This design comes from an exercise in tuning for small area on the open sky130 flow, not from production work. In this exercise RTL edits were held to simulation tests only and were not proved equivalent to the original.

// altitude_reflex_chip
module altitude_reflex_chip (
    input wire clk,
    input wire rst_n,
    input wire signed [15:0] altitude_current,
    input wire signed [15:0] altitude_target,
    input wire signed [15:0] velocity_z,
    input wire signed [15:0] accel_z,
    input wire [7:0] compliance,
    input wire signed [15:0] pid_kp,
    input wire signed [15:0] pid_ki,
    input wire signed [15:0] pid_kd,
    output wire signed [15:0] thrust_output,
    output reg control_valid
);
Size: roughly 140 I/O pins, ~21,000 um2 of cells after synthesis.
==> flow/config.mk <==
export PLATFORM = sky130hd
export DESIGN_NAME = altitude_reflex_chip
export DESIGN_NICKNAME = altitude_reflex_chip
export VERILOG_FILES = /design/flow/design.v
export SDC_FILE = /design/flow/constraint.sdc
export NUM_CORES = 4
export LEC_CHECK = 0
export ABC_AREA = 1
export CAP_MARGIN = 20
export CORE_MARGIN = 2
export CORE_UTILIZATION = 55
export SLEW_MARGIN = 20
export SYNTH_HIERARCHICAL = 1
==> flow/constraint.sdc <==
create_clock -name core_clock -period 25.0 [get_ports {clk}]
set_input_delay 5.0000 -clock core_clock [delete_from_list [all_inputs] [get_ports {clk}]]
set_output_delay 5.0000 -clock core_clock [all_outputs]
set_load 0.01 [all_outputs]
standard.sh (not shown) runs the stock make flow with config.mk's settings and CLKGATE_MAP_FILE= SYNTH_SCRIPT=/design/flow/synth_recipe.tcl, a recipe that flattens the netlist after the stock synthesis.
==> flow/flow/run.sh <==
#!/bin/bash
# The standard layout (the standard.sh) with these changes:
#  - synthesis is the standard synthesis (synth_recipe.tcl and ORFS's
#    synth.tcl, unchanged but for one line) with ABC's technology-mapping
#    script replaced by flow/abc_area_amap.script (area-oriented mapping);
#    registers, flattening and renaming are exactly as in the standard synthesis;
#  - every input and output port gets a sky130_fd_sc_hd__buf_1 buffer;
#  - the buffers that synthesis inserted are removed once at floorplan and
#    global placement is not timing driven (the design meets timing with margin);
#  - clock tree synthesis uses clkbuf_4/clkbuf_8 and inserts no dummy loads.
# Each tool's full output is in standard.log (and ORFS's own logs under orfs/logs).
set -o pipefail
HERE=$(pwd)
F=$HERE/flow
sed "s#\$::env(SCRIPTS_DIR)/abc_area.script#$F/abc_area_amap.script#" \
  "$FLOW_HOME/scripts/synth_preamble.tcl" > "$HERE/synth_preamble_amap.tcl"
sed "s#source \$::env(SCRIPTS_DIR)/synth_preamble.tcl#source $HERE/synth_preamble_amap.tcl#" \
  "$FLOW_HOME/scripts/synth.tcl" > "$HERE/synth_amap.tcl"
sed "s#source \$::env(SCRIPTS_DIR)/synth.tcl#source $HERE/synth_amap.tcl#" \
  "$HERE/synth_recipe.tcl" > "$HERE/synth_recipe_amap.tcl"
for f in synth_preamble_amap.tcl synth_amap.tcl synth_recipe_amap.tcl; do
  [ -s "$HERE/$f" ] || { echo "empty $f" > flow_error.log; exit 1; }
done
grep -q "abc_area_amap.script" "$HERE/synth_preamble_amap.tcl" || { echo "preamble edit failed" > flow_error.log; exit 1; }
grep -q "synth_preamble_amap.tcl" "$HERE/synth_amap.tcl" || { echo "synth edit failed" > flow_error.log; exit 1; }
grep -q "synth_amap.tcl" "$HERE/synth_recipe_amap.tcl" || { echo "synth_recipe edit failed" > flow_error.log; exit 1; }
export BUFFER_PORTS_ARGS="-buffer_cell sky130_fd_sc_hd__buf_1"
export CTS_ARGS="-sink_clustering_enable -repair_clock_nets -dont_use_dummy_load -buf_list {sky130_fd_sc_hd__clkbuf_4 sky130_fd_sc_hd__clkbuf_8}"
bash standard.sh SYNTH_SCRIPT="$HERE/synth_recipe_amap.tcl" REMOVE_ABC_BUFFERS=1 GPL_TIMING_DRIVEN=0 > standard.log 2>&1
==> flow/flow/abc_area_amap.script <==
strash
dch -f
amap
topo
dnsize -c
Rerun with:
--- a/flow/config.mk
+++ b/flow/config.mk
@@ -7,7 +7,7 @@
 export LEC_CHECK = 0
 export ABC_AREA = 1
-export CAP_MARGIN = 20
+export CAP_MARGIN = 5
 export CORE_MARGIN = 2
-export CORE_UTILIZATION = 55
-export SLEW_MARGIN = 20
+export CORE_UTILIZATION = 40
+export SLEW_MARGIN = 5
 export SYNTH_HIERARCHICAL = 1
What happened: The changed run ran to the end with violations: capacitance limit, slew limit; count of clock-buffer cells in the layout does not change; routed wire length grows by 5.0%; fmax is about the same; setup slack degrades by 0.040 ns; design area grows by 0.84%; clock skew shrinks by 0.019 ns; critical path depth is unchanged; core utilization shrinks by 16 points; flip-flop and latch count stays the same.
Rerun with:
--- a/flow/config.mk
+++ b/flow/config.mk
@@ -7,7 +7,7 @@
 export LEC_CHECK = 0
 export ABC_AREA = 1
-export CAP_MARGIN = 5
+export CAP_MARGIN = 12
 export CORE_MARGIN = 2
 export CORE_UTILIZATION = 40
-export SLEW_MARGIN = 5
+export SLEW_MARGIN = 12
 export SYNTH_HIERARCHICAL = 1
Result: Now the flow finished clean; sequential share of layout area hardly moves; final area stays flat; clock skew stays flat; routed wire length goes up slightly; sequential cell count does not change; non-clock buffer count goes down by 5.
Rerun with:
--- a/flow/flow/run.sh
+++ b/flow/flow/run.sh
@@ -8,5 +8,5 @@
 #  - the buffers that synthesis inserted are removed once at floorplan and
 #    global placement is not timing driven (the design meets timing with margin);
-#  - clock tree synthesis uses clkbuf_4/clkbuf_8 and inserts no dummy loads.
+#  - clock tree synthesis uses a clkbuf_8 root and clkbuf_4 buffers and inserts no dummy loads.
 # Each tool's full output is in standard.log (and ORFS's own logs under orfs/logs).
 set -o pipefail
@@ -26,4 +26,4 @@
 grep -q "synth_amap.tcl" "$HERE/synth_recipe_amap.tcl" || { echo "synth_recipe edit failed" > flow_error.log; exit 1; }
 export BUFFER_PORTS_ARGS="-buffer_cell sky130_fd_sc_hd__buf_1"
-export CTS_ARGS="-sink_clustering_enable -repair_clock_nets -dont_use_dummy_load -buf_list {sky130_fd_sc_hd__clkbuf_4 sky130_fd_sc_hd__clkbuf_8}"
+export CTS_ARGS="-sink_clustering_enable -repair_clock_nets -dont_use_dummy_load -root_buf sky130_fd_sc_hd__clkbuf_8 -buf_list {sky130_fd_sc_hd__clkbuf_4}"
 bash standard.sh SYNTH_SCRIPT="$HERE/synth_recipe_amap.tcl" REMOVE_ABC_BUFFERS=1 GPL_TIMING_DRIVEN=0 > standard.log 2>&1
--- a/flow/config.mk
+++ b/flow/config.mk
@@ -7,7 +7,7 @@
 export LEC_CHECK = 0
 export ABC_AREA = 1
-export CAP_MARGIN = 12
+export CAP_MARGIN = 20
 export CORE_MARGIN = 2
 export CORE_UTILIZATION = 40
-export SLEW_MARGIN = 12
+export SLEW_MARGIN = 20
 export SYNTH_HIERARCHICAL = 1
After rerunning:
- flip-flop and latch count stays the same
- via count is about the same
- synthesized cell count stays the same
- synthesized area is unchanged
- routed wire length hardly moves

* * *

Setup of run 1:
Another version of the RTL of altitude_reflex_chip (not shown whole).
Size in the first run: about 61 flip-flops, about 140 I/O pins, about 21000 sq um of cells after synthesis.
Settings: LEC_CHECK=0, ABC_AREA=1, CAP_MARGIN=5, CORE_MARGIN=2, CORE_UTILIZATION=40, SLEW_MARGIN=5, SYNTH_HIERARCHICAL=1; clock period 25.0 ns.
==> flow/flow/run.sh <==
#!/bin/bash
# The standard layout (the standard.sh) with these changes:
#  - synthesis is the standard synthesis (synth_recipe.tcl and ORFS's
#    synth.tcl, unchanged but for one line) with ABC's technology-mapping
#    script replaced by flow/abc_area_amap.script (area-oriented mapping);
#    registers, flattening and renaming are exactly as in the standard synthesis;
#  - every input and output port gets a sky130_fd_sc_hd__buf_1 buffer;
#  - the buffers that synthesis inserted are removed once at floorplan and
#    global placement is not timing driven (the design meets timing with margin);
#  - clock tree synthesis uses clkbuf_4/clkbuf_8 and inserts no dummy loads.
# Each tool's full output is in standard.log (and ORFS's own logs under orfs/logs).
set -o pipefail
HERE=$(pwd)
F=$HERE/flow
sed "s#\$::env(SCRIPTS_DIR)/abc_area.script#$F/abc_area_amap.script#" \
  "$FLOW_HOME/scripts/synth_preamble.tcl" > "$HERE/synth_preamble_amap.tcl"
sed "s#source \$::env(SCRIPTS_DIR)/synth_preamble.tcl#source $HERE/synth_preamble_amap.tcl#" \
  "$FLOW_HOME/scripts/synth.tcl" > "$HERE/synth_amap.tcl"
sed "s#source \$::env(SCRIPTS_DIR)/synth.tcl#source $HERE/synth_amap.tcl#" \
  "$HERE/synth_recipe.tcl" > "$HERE/synth_recipe_amap.tcl"
for f in synth_preamble_amap.tcl synth_amap.tcl synth_recipe_amap.tcl; do
  [ -s "$HERE/$f" ] || { echo "empty $f" > flow_error.log; exit 1; }
done
grep -q "abc_area_amap.script" "$HERE/synth_preamble_amap.tcl" || { echo "preamble edit failed" > flow_error.log; exit 1; }
grep -q "synth_preamble_amap.tcl" "$HERE/synth_amap.tcl" || { echo "synth edit failed" > flow_error.log; exit 1; }
grep -q "synth_amap.tcl" "$HERE/synth_recipe_amap.tcl" || { echo "synth_recipe edit failed" > flow_error.log; exit 1; }
export BUFFER_PORTS_ARGS="-buffer_cell sky130_fd_sc_hd__buf_1"
export CTS_ARGS="-sink_clustering_enable -repair_clock_nets -dont_use_dummy_load -buf_list {sky130_fd_sc_hd__clkbuf_4 sky130_fd_sc_hd__clkbuf_8}"
bash standard.sh SYNTH_SCRIPT="$HERE/synth_recipe_amap.tcl" REMOVE_ABC_BUFFERS=1 GPL_TIMING_DRIVEN=0 > standard.log 2>&1
Scripts as last shown in full above: flow/flow/abc_area_amap.script
Modified inputs, run 2 compared to run 1
Settings: changing SLEW_MARGIN from 5 to 20; changing CAP_MARGIN from 5 to 20; changing CORE_UTILIZATION from 40 to 60.
Notes after the runs:
- Setup slack: lower on run 1
- Run 1 -> run 2: number of top-level design ports delta 0, exact match
- Delta (run 2 minus run 1): path length in cells of the critical path grew by about 9%; routed wire length shrank by 2.3%.
- [compare] base=run 1 new=run 2: height of the die down about 18%.
The following lists how run 3 was set up differently from run 2:
Settings: changing CORE_UTILIZATION from 60 to 40.
==> summary.txt <==
Run 3: no failed stages, no open violations at the end. Taking run 2 as the reference, in run 3 footprint of the multi-input gates held; post-route minimum period went up 0.018 ns. In run 3, headroom to the max-slew limit is higher than in run 2. | post-synthesis instance total | run 2 vs run 3 | ≈ equal |. Diff run 2..run 3 | simple-gate portion of the synthesized area | negligible. Diff run 2..run 3 | fmax | negligible. The area overhead of the layout relative to synthesis in run 3 sits 1.5 points above the value recorded for run 2. Mean cell area of the mapped netlist essentially unchanged between run 3 and run 2. Run 3: routed metal-1 wire length 16% above run 2.

* * *

violet:
altitude_reflex_chip with an RTL version that a note above also has.
Size in the first run: ~2,400 cells after synthesis, roughly 61 flip-flops, roughly 140 I/O pins, roughly 21,000 µm² of cells after synthesis.
Settings: LEC_CHECK=0, ABC_AREA=1, CAP_MARGIN=20, CORE_MARGIN=2, CORE_UTILIZATION=40, SLEW_MARGIN=20, SYNTH_HIERARCHICAL=1; clock period 25.0 ns.
==> flow/flow/run.sh <==
#!/bin/bash
# The standard layout (the standard.sh) with these changes:
#  - synthesis is the standard synthesis (synth_recipe.tcl and ORFS's
#    synth.tcl, unchanged but for one line) with ABC's technology-mapping
#    script replaced by flow/abc_area_amap.script (area-oriented mapping);
#    registers, flattening and renaming are exactly as in the standard synthesis;
#  - every input and output port gets a sky130_fd_sc_hd__buf_1 buffer;
#  - the buffers that synthesis inserted are removed once at floorplan and
#    global placement is not timing driven (the design meets timing with margin);
#  - clock tree synthesis uses clkbuf_4/clkbuf_8 and inserts no dummy loads (no sink clustering).
# Each tool's full output is in standard.log (and ORFS's own logs under orfs/logs).
set -o pipefail
HERE=$(pwd)
F=$HERE/flow
sed "s#\$::env(SCRIPTS_DIR)/abc_area.script#$F/abc_area_amap.script#" \
  "$FLOW_HOME/scripts/synth_preamble.tcl" > "$HERE/synth_preamble_amap.tcl"
sed "s#source \$::env(SCRIPTS_DIR)/synth_preamble.tcl#source $HERE/synth_preamble_amap.tcl#" \
  "$FLOW_HOME/scripts/synth.tcl" > "$HERE/synth_amap.tcl"
sed "s#source \$::env(SCRIPTS_DIR)/synth.tcl#source $HERE/synth_amap.tcl#" \
  "$HERE/synth_recipe.tcl" > "$HERE/synth_recipe_amap.tcl"
for f in synth_preamble_amap.tcl synth_amap.tcl synth_recipe_amap.tcl; do
  [ -s "$HERE/$f" ] || { echo "empty $f" > flow_error.log; exit 1; }
done
grep -q "abc_area_amap.script" "$HERE/synth_preamble_amap.tcl" || { echo "preamble edit failed" > flow_error.log; exit 1; }
grep -q "synth_preamble_amap.tcl" "$HERE/synth_amap.tcl" || { echo "synth edit failed" > flow_error.log; exit 1; }
grep -q "synth_amap.tcl" "$HERE/synth_recipe_amap.tcl" || { echo "synth_recipe edit failed" > flow_error.log; exit 1; }
export BUFFER_PORTS_ARGS="-buffer_cell sky130_fd_sc_hd__buf_1"
export CTS_ARGS="-repair_clock_nets -dont_use_dummy_load -buf_list {sky130_fd_sc_hd__clkbuf_4 sky130_fd_sc_hd__clkbuf_8}"
bash standard.sh SYNTH_SCRIPT="$HERE/synth_recipe_amap.tcl" REMOVE_ABC_BUFFERS=1 GPL_TIMING_DRIVEN=0 > standard.log 2>&1
Scripts as last shown in full above: flow/flow/abc_area_amap.script
### violet -> nickel
--- a/flow/flow/run.sh
+++ b/flow/flow/run.sh
@@ -9,3 +9,3 @@
 #    global placement is not timing driven (the design meets timing with margin);
-#  - clock tree synthesis uses clkbuf_4/clkbuf_8 and inserts no dummy loads (no sink clustering).
+#  - clock tree synthesis uses clkbuf_4/clkbuf_8 and inserts no dummy loads.
 # Each tool's full output is in standard.log (and ORFS's own logs under orfs/logs).
@@ -27,3 +27,3 @@
 export BUFFER_PORTS_ARGS="-buffer_cell sky130_fd_sc_hd__buf_1"
-export CTS_ARGS="-repair_clock_nets -dont_use_dummy_load -buf_list {sky130_fd_sc_hd__clkbuf_4 sky130_fd_sc_hd__clkbuf_8}"
+export CTS_ARGS="-sink_clustering_enable -repair_clock_nets -dont_use_dummy_load -buf_list {sky130_fd_sc_hd__clkbuf_4 sky130_fd_sc_hd__clkbuf_8}"
 bash standard.sh SYNTH_SCRIPT="$HERE/synth_recipe_amap.tcl" REMOVE_ABC_BUFFERS=1 GPL_TIMING_DRIVEN=0 > standard.log 2>&1
[summary]
nickel closes out successfully: all stages finished, all timing, DRC and antenna checks passed.
Comparing violet against nickel, there is no change at all in cell count of the worst reg-to-reg path.
Re peak clock frequency supported by timing: no difference whatsoever between violet and nickel.
Re share of synthesized cell area in full adder, half adder and majority cells: no difference whatsoever between nickel and violet.
Comparing violet against nickel, there is no change at all in largest net degree at the start of global routing.
Reported for nickel and violet, utilization after layout turned out identical to the last digit.
From violet to nickel the numbers moved as follows: count of cells resized by post-cts repair did not really move; met3 layer wire length in the routed design held; number of remaining DRC errors barely changed.
Post-route clock period utilization delta (nickel -> violet): insignificant
nickel against violet: synthesized area flat.

[port drivers added, routing unchanged]
How much do the figures lean on ideal ports? The routed layouts below were timed once more, with nothing changed but the port constraints. Step 1: set_driving_cell puts a clkbuf_16 on clk and a buf_2 on each other input, an assumption about the parent block. Step 2 moves the port delays by t, midway between the first and last clock arrival at a register: inputs arrive t later, outputs are due t later. That takes back most of the time a late clock gives input paths. Three values: ideal ports, drivers, drivers and shift; two values: the first two.
run	t, ns	setup WS [ns]	worst setup path after step 2	worst data-port slew with drivers (ns)	cell pins on the clock port's net
the first run of note 1	0.474	1.063 / 1.090 / 0.617	input to register	0.05	1
the second run of note 1	0.438	1.023 / 1.048 / 0.610	input to register	0.08	1
the third run of note 1	0.434	1.008 / 1.033 / 0.599	input to register	0.09	1
the fourth run of note 1	0.439	1.164 / 1.193 / 0.755	input to register	0.09	1
run 1	0.404	0.835 / 0.850 / 0.446	input to register	0.08	1
run 2	0.402	0.916 / 0.937 / 0.535	input to register	0.07	1
run 3	0.414	0.898 / 0.926 / 0.512	input to register	0.08	1
violet	0.439	1.164 / 1.193 / 0.755	input to register	0.09	1
nickel	0.439	1.164 / 1.193 / 0.755	input to register	0.09	1
For the first run of note 1, which loses most, drivers alone change the setup slack by +0.027 ns; drivers and shift together by -0.446 ns.
